From an optimization exercise on the open Yosys and OpenROAD flow, aimed at small area; shortcuts taken in it are not production practice. RTL that was checked went through simulation tests only; none was proved equivalent to the original.

== rev 12 ==
## blockGame
module blockGame(board_clk, rst, VGA_R, VGA_G, VGA_B, hsync, vsync, clk, blank_n, up, down, left, right, levelselect1, levelselect2);
For scale: ~1600 cells after synthesis, ~14000 sq um of cells after synthesis.
clock: 10.0 ns
lec_check: 0
cap_margin: 20
core_margin: 2
core_utilization: 40
cts_cluster_diameter: 90
cts_cluster_size: 25
slew_margin: 20
run.sh (not shown) runs the stock make flow with config.mk's settings and CLKGATE_MAP_FILE= SYNTH_SCRIPT=/design/flow/synth_recipe.tcl, a recipe that flattens the netlist after the stock synthesis.
> inputs changed (rev 12 -> rev 13)
--- a/flow/design.v
+++ b/flow/design.v
@@ -167,19 +167,19 @@
 reg [8:0] y3a, y3b;	 
 reg [6:0] l2v1y;
 wire [9:0] l1h3x = x1b;
 wire [7:0] l1h1x_1 = x2a;
 wire [7:0] l2h2x = x2b;
 wire [8:0] l2h5x = x3b;
 wire [8:0] l2h1x_1 = x3a;
 wire [8:0] l2h6x = {x4b[6:0], 2'b11};
-wire [8:0] l1v3y = y1b;
+wire [8:0] l1v5y = y1b;
 wire [8:0] l1v1y_1 = y1a;
-wire [8:0] l1v5y = y2b;
+wire [8:0] l1v3y = y2b;
 wire [8:0] l2v3y = y3b;
 wire [9:0] l0hx = x1b;
 wire [7:0] l1h1x = x2b;
 wire [8:0] l2h1x = x3b;
 wire [7:0] plx_h = x4b;
 wire [8:0] l1v1y = y1b;
 wire [8:0] l0vy = y2b;
 wire [8:0] ply = y3b;
@@ -239,29 +239,29 @@
 wire [9:0] nx1 = (a ? l1h_rs3 : (~x1b[0] & ~x1b[1] & ~x1b[2] & ~x1b[3] & ~x1b[5] & ~x1b[6] & ~x1b[8] & ~x1b[9])) ? (a ? 10'd510 : 10'd616) :
 	(a ? l1h_mv : 1'b1) ? add10(x1b, a ? 10'd3 : -10'd7) : x1b;
 wire [7:0] nx2 = (a ? l2h_rs2 : (~x2b[0] & ~x2b[3] & ~x2b[6] & ~x2b[7])) ? (a ? 8'd165 : 8'd215) :
 	(a ? l2h_mv : l1h_mv2) ? add8(x2b, a ? -8'd2 : -8'd3) : x2b;
 wire [8:0] nx3 = (a ? l2h_rs5 : (~x3b[2] & ~x3b[4] & ~x3b[5] & x3b[6])) ? 9'd165 :
 	(a ? l2h_mv : l2h_mv2) ? add9(x3b, a ? 9'd5 : -9'd1) : x3b;
 wire [7:0] nx4 = (a & l2h_rs6) ? 8'd113 :
 	(a ? l2h_mv : (px_l | px_r)) ? add8(x4b, (a | px_l) ? -8'd1 : 8'd1) : x4b;
-wire [8:0] ny1 = (a ? l1v_rs3 : (~y1b[0] & ~y1b[4] & ~y1b[5] & y1b[7])) ? 9'd336 :
-	(a ? l1v_mv : l1v_mv2) ? add9(y1b, a ? 9'd3 : -9'd3) : y1b;
-wire [8:0] ny2 = (a ? l1v_rs5 : (~y2b[0] & y2b[3] & y2b[7] & y2b[8])) ? (a ? 9'd300 : 9'd25) :
-	(a ? l1v_mv : 1'b1) ? add9(y2b, a ? -9'd3 : 9'd5) : y2b;
+wire [8:0] ny1 = (a ? l1v_rs5 : (~y1b[0] & ~y1b[4] & ~y1b[5] & y1b[7])) ? (a ? 9'd300 : 9'd336) :
+	(a ? l1v_mv : l1v_mv2) ? add9(y1b, -9'd3) : y1b;
+wire [8:0] ny2 = (a ? l1v_rs3 : (~y2b[0] & y2b[3] & y2b[7] & y2b[8])) ? (a ? 9'd336 : 9'd25) :
+	(a ? l1v_mv : 1'b1) ? add9(y2b, a ? 9'd3 : 9'd5) : y2b;
 wire [8:0] ny3 = (a & l2v_rs3) ? 9'd340 :
 	(a ? l2v_mv : (py_u | py_d)) ? add9(y3b, a ? -9'd9 : py_u ? -9'd4 : 9'd4) : y3b;
 wire uu = u1 | u2;
 wire first = ~a & ~s;
 always @(posedge board_clk) begin
 	x1b <= x1a; x2b <= x2a; x3b <= x3a; x4b <= x4a; y1b <= y1a; y2b <= y2a; y3b <= y3a;
 	if (rst) begin
 		x1a <= 10'd510; x2a <= 8'd165; x3a <= 9'd165; x4a <= 8'd113;
-		y1a <= 9'd336;  y2a <= 9'd300; y3a <= 9'd340;
+		y1a <= 9'd300;  y2a <= 9'd336; y3a <= 9'd340;
 	end else if (first) begin
 		x1a <= 10'd566; x2a <= 8'd215; x3a <= 9'd165; x4a <= 8'd18;
 		y1a <= 9'd336;  y2a <= 9'd75;  y3a <= 9'd385;
 	end else if (uu) begin
 		x1a <= nx1; x2a <= nx2; x3a <= nx3; x4a <= nx4; y1a <= ny1; y2a <= ny2; y3a <= ny3;
 	end else begin
 		x1a <= x1b; x2a <= x2b; x3a <= x3b; x4a <= x4b; y1a <= y1b; y2a <= y2b; y3a <= y3b;
 	end
@@ -287,18 +287,18 @@
 reg kx1, kx2, kx3, kx4, ky1, ky2, ky3;	 
 always @(posedge board_clk) begin
 	kx1 <= cx1; kx2 <= cx2; kx3 <= cx3; kx4 <= cx4; ky1 <= cy1; ky2 <= cy2; ky3 <= cy3;
 end
 wire xl1h3 = kx1, xl0h = cx1;
 wire xl2h2 = kx2, xl1h1 = cx2;
 wire xl2h5 = kx3, xl2h1 = cx3;
 wire xl2h6 = kx4, xpl = cx4;
-wire yl1v3 = ky1, yl1v1 = cy1;
-wire yl1v5 = ky2, yl0v = cy2;
+wire yl1v5 = ky1, yl1v1 = cy1;
+wire yl1v3 = ky2, yl0v = cy2;
 wire yl2v3 = ky3, ypl = cy3;
 wire yl2v1 = inx(y, {3'b0, l2v1y}, 10'd10);
 wire player = xpl && ypl;
 wire l0_v = inxc(x, 10'd300, 10'd50) && yl0v;
 wire l0_h = xl0h && inxc(y, 10'd249, 10'd50);
 wire l0_s = inxc(x, 10'd515, 10'd50) && inxc(y, 10'd100, 10'd50);
 wire l1_s1 = inxc(x, 10'd70, 10'd75) && inxc(y, 10'd70, 10'd75);
 wire l1_s2 = inxc(x, 10'd200, 10'd75) && inxc(y, 10'd155, 10'd75);
==> comparison <==
Delta (rev 13 minus rev 12): final setup slack of the worst path has remained practically unchanged, aggregate routed wire length has increased, wire length of the first global-routing pass has increased. Rev 12 vs rev 13, critical path capture point: cl$_SDFFCE_PP0P_ vs B$_SDFFCE_PP0P_. Looking only at buffer and inverter count on the worst path, and setting everything else aside, the lower value of rev 13 and rev 12 goes to rev 13. On total via count in the routed design: between rev 13 and rev 12, it ends up higher for rev 13. Between rev 12 and rev 13, the portion of the clock cycle consumed by the worst path in the final layout figures differ only marginally. Compared rev 13 vs rev 12, and non-clock inverter instance count of the final layout is down in rev 13. Rev 13 vs. rev 12: tightest hold margin went down by 0.019 ns.
Only the layout flow was run in rev 12; the RTL was not checked for function there.

---

== the previous run ==
blockGame again, from the RTL that the note above started with.
clock: 10.0 ns
lec_check: 0
cap_margin: 20
core_margin: 2
core_utilization: 40
slew_margin: 20
standard.sh (not shown) runs the stock make flow with config.mk's settings and CLKGATE_MAP_FILE= SYNTH_SCRIPT=/design/flow/synth_recipe.tcl, a recipe that flattens the netlist after the stock synthesis.
==> flow/flow/run.sh <==
#!/bin/bash
# The standard layout (standard.sh), with two changes to how it is made:
#  - the port buffers use the smallest buffer cell (buf_1) instead of ORFS's default choice;
#  - clock tree synthesis clusters up to 25 flip-flops per leaf buffer and inserts no
#    dummy loads (the same arguments ORFS passes otherwise).
# The make output goes to standard.log in this folder; ORFS keeps each step's own log
# under orfs/logs.
set -euo pipefail
export BUFFER_PORTS_ARGS="-buffer_cell sky130_fd_sc_hd__buf_1"
export CTS_ARGS="-sink_clustering_enable -repair_clock_nets -sink_clustering_size 25 -sink_clustering_max_diameter 90 -dont_use_dummy_load"
bash standard.sh > standard.log 2>&1
What the current run does differently from the previous run at the input level:
-- flow/design.v --
<<< the previous run, line 173
wire [8:0] l2h1x_1 = x3a;
wire [8:0] l2h6x = {x4b[6:0], 2'b11};
wire [8:0] l1v3y = y1b;
wire [8:0] l1v1y_1 = y1a;
wire [8:0] l1v5y = y2b;
wire [8:0] l2v3y = y3b;
wire [9:0] l0hx = x1b;
>>> the current run, line 173
wire [8:0] l2h1x_1 = x3a;
wire [8:0] l2h6x = {x4b[6:0], 2'b11};
wire [8:0] l1v5y = y1b;
wire [8:0] l1v1y_1 = y1a;
wire [8:0] l1v3y = y2b;
wire [8:0] l2v3y = y3b;
wire [9:0] l0hx = x1b;
<<< the previous run, line 245
wire [7:0] nx4 = (a & l2h_rs6) ? 8'd113 :
	(a ? l2h_mv : (px_l | px_r)) ? add8(x4b, (a | px_l) ? -8'd1 : 8'd1) : x4b;
wire [8:0] ny1 = (a ? l1v_rs3 : (~y1b[0] & ~y1b[4] & ~y1b[5] & y1b[7])) ? 9'd336 :
	(a ? l1v_mv : l1v_mv2) ? add9(y1b, a ? 9'd3 : -9'd3) : y1b;
wire [8:0] ny2 = (a ? l1v_rs5 : (~y2b[0] & y2b[3] & y2b[7] & y2b[8])) ? (a ? 9'd300 : 9'd25) :
	(a ? l1v_mv : 1'b1) ? add9(y2b, a ? -9'd3 : 9'd5) : y2b;
wire [8:0] ny3 = (a & l2v_rs3) ? 9'd340 :
	(a ? l2v_mv : (py_u | py_d)) ? add9(y3b, a ? -9'd9 : py_u ? -9'd4 : 9'd4) : y3b;
>>> the current run, line 245
wire [7:0] nx4 = (a & l2h_rs6) ? 8'd113 :
	(a ? l2h_mv : (px_l | px_r)) ? add8(x4b, (a | px_l) ? -8'd1 : 8'd1) : x4b;
wire [8:0] ny1 = (a ? l1v_rs5 : (~y1b[0] & ~y1b[4] & ~y1b[5] & y1b[7])) ? (a ? 9'd300 : 9'd336) :
	(a ? l1v_mv : l1v_mv2) ? add9(y1b, -9'd3) : y1b;
wire [8:0] ny2 = (a ? l1v_rs3 : (~y2b[0] & y2b[3] & y2b[7] & y2b[8])) ? (a ? 9'd336 : 9'd25) :
	(a ? l1v_mv : 1'b1) ? add9(y2b, a ? 9'd3 : 9'd5) : y2b;
wire [8:0] ny3 = (a & l2v_rs3) ? 9'd340 :
	(a ? l2v_mv : (py_u | py_d)) ? add9(y3b, a ? -9'd9 : py_u ? -9'd4 : 9'd4) : y3b;
<<< the previous run, line 257
	if (rst) begin
		x1a <= 10'd510; x2a <= 8'd165; x3a <= 9'd165; x4a <= 8'd113;
		y1a <= 9'd336;  y2a <= 9'd300; y3a <= 9'd340;
	end else if (first) begin
		x1a <= 10'd566; x2a <= 8'd215; x3a <= 9'd165; x4a <= 8'd18;
>>> the current run, line 257
	if (rst) begin
		x1a <= 10'd510; x2a <= 8'd165; x3a <= 9'd165; x4a <= 8'd113;
		y1a <= 9'd300;  y2a <= 9'd336; y3a <= 9'd340;
	end else if (first) begin
		x1a <= 10'd566; x2a <= 8'd215; x3a <= 9'd165; x4a <= 8'd18;
<<< the previous run, line 293
wire xl2h5 = kx3, xl2h1 = cx3;
wire xl2h6 = kx4, xpl = cx4;
wire yl1v3 = ky1, yl1v1 = cy1;
wire yl1v5 = ky2, yl0v = cy2;
wire yl2v3 = ky3, ypl = cy3;
wire yl2v1 = inx(y, {3'b0, l2v1y}, 10'd10);
>>> the current run, line 293
wire xl2h5 = kx3, xl2h1 = cx3;
wire xl2h6 = kx4, xpl = cx4;
wire yl1v5 = ky1, yl1v1 = cy1;
wire yl1v3 = ky2, yl0v = cy2;
wire yl2v3 = ky3, ypl = cy3;
wire yl2v1 = inx(y, {3'b0, l2v1y}, 10'd10);
The final layout from the current run, which completed every stage, passed the timing, DRC and antenna checks at the end of the flow. The final layout from the previous run, which completed every stage, passed the timing, DRC and antenna checks at the end of the flow. The previous run → the current run: via count of the first global-routing pass +205; wire length on met1 picked up an extra about 4.7%. Core util | the current run vs the previous run | the current run higher. Compared the current run vs the previous run, and worst setup slack is up in the current run. For synthesized area, the current run and the previous run come out practically identical. [compare] base=the previous run new=the current run: clock-pin slew on the worst setup and hold paths held, count of flip-flops with a built-in enable after synthesis held, fmax went up 0.49%, overall die width held.
No functional check of the RTL was part of the previous run.

## port drivers added, routing unchanged
The results above use ideal ports. As a check the final layouts listed here were re-extracted and re-timed, cells and wires unchanged.
Step 1, drivers: a clkbuf_16 drives board_clk and a buf_2 each remaining input, both assumed.
Step 2 moves the port delays by t, midway between the first and last clock arrival at a register: inputs arrive t later, outputs are due t later. That takes back most of the time a late clock gives input paths.
a / b / c = ideal ports / drivers / drivers and shift; a / b = the first two.
run	t (ns)	slack for setup (ns)	hold slack, ns
rev 12	0.555	5.102 / 5.102 / 5.102	0.354 / 0.354 / 0.354
rev 13	0.566	5.104 / 5.104 / 5.104	0.335 / 0.335 / 0.335
the previous run	0.540	4.854 / 4.854 / 4.854	0.332 / 0.332 / 0.332
the current run	0.544	4.879 / 4.879 / 4.879	0.330 / 0.330 / 0.330
After both steps every run listed still meets setup and hold.
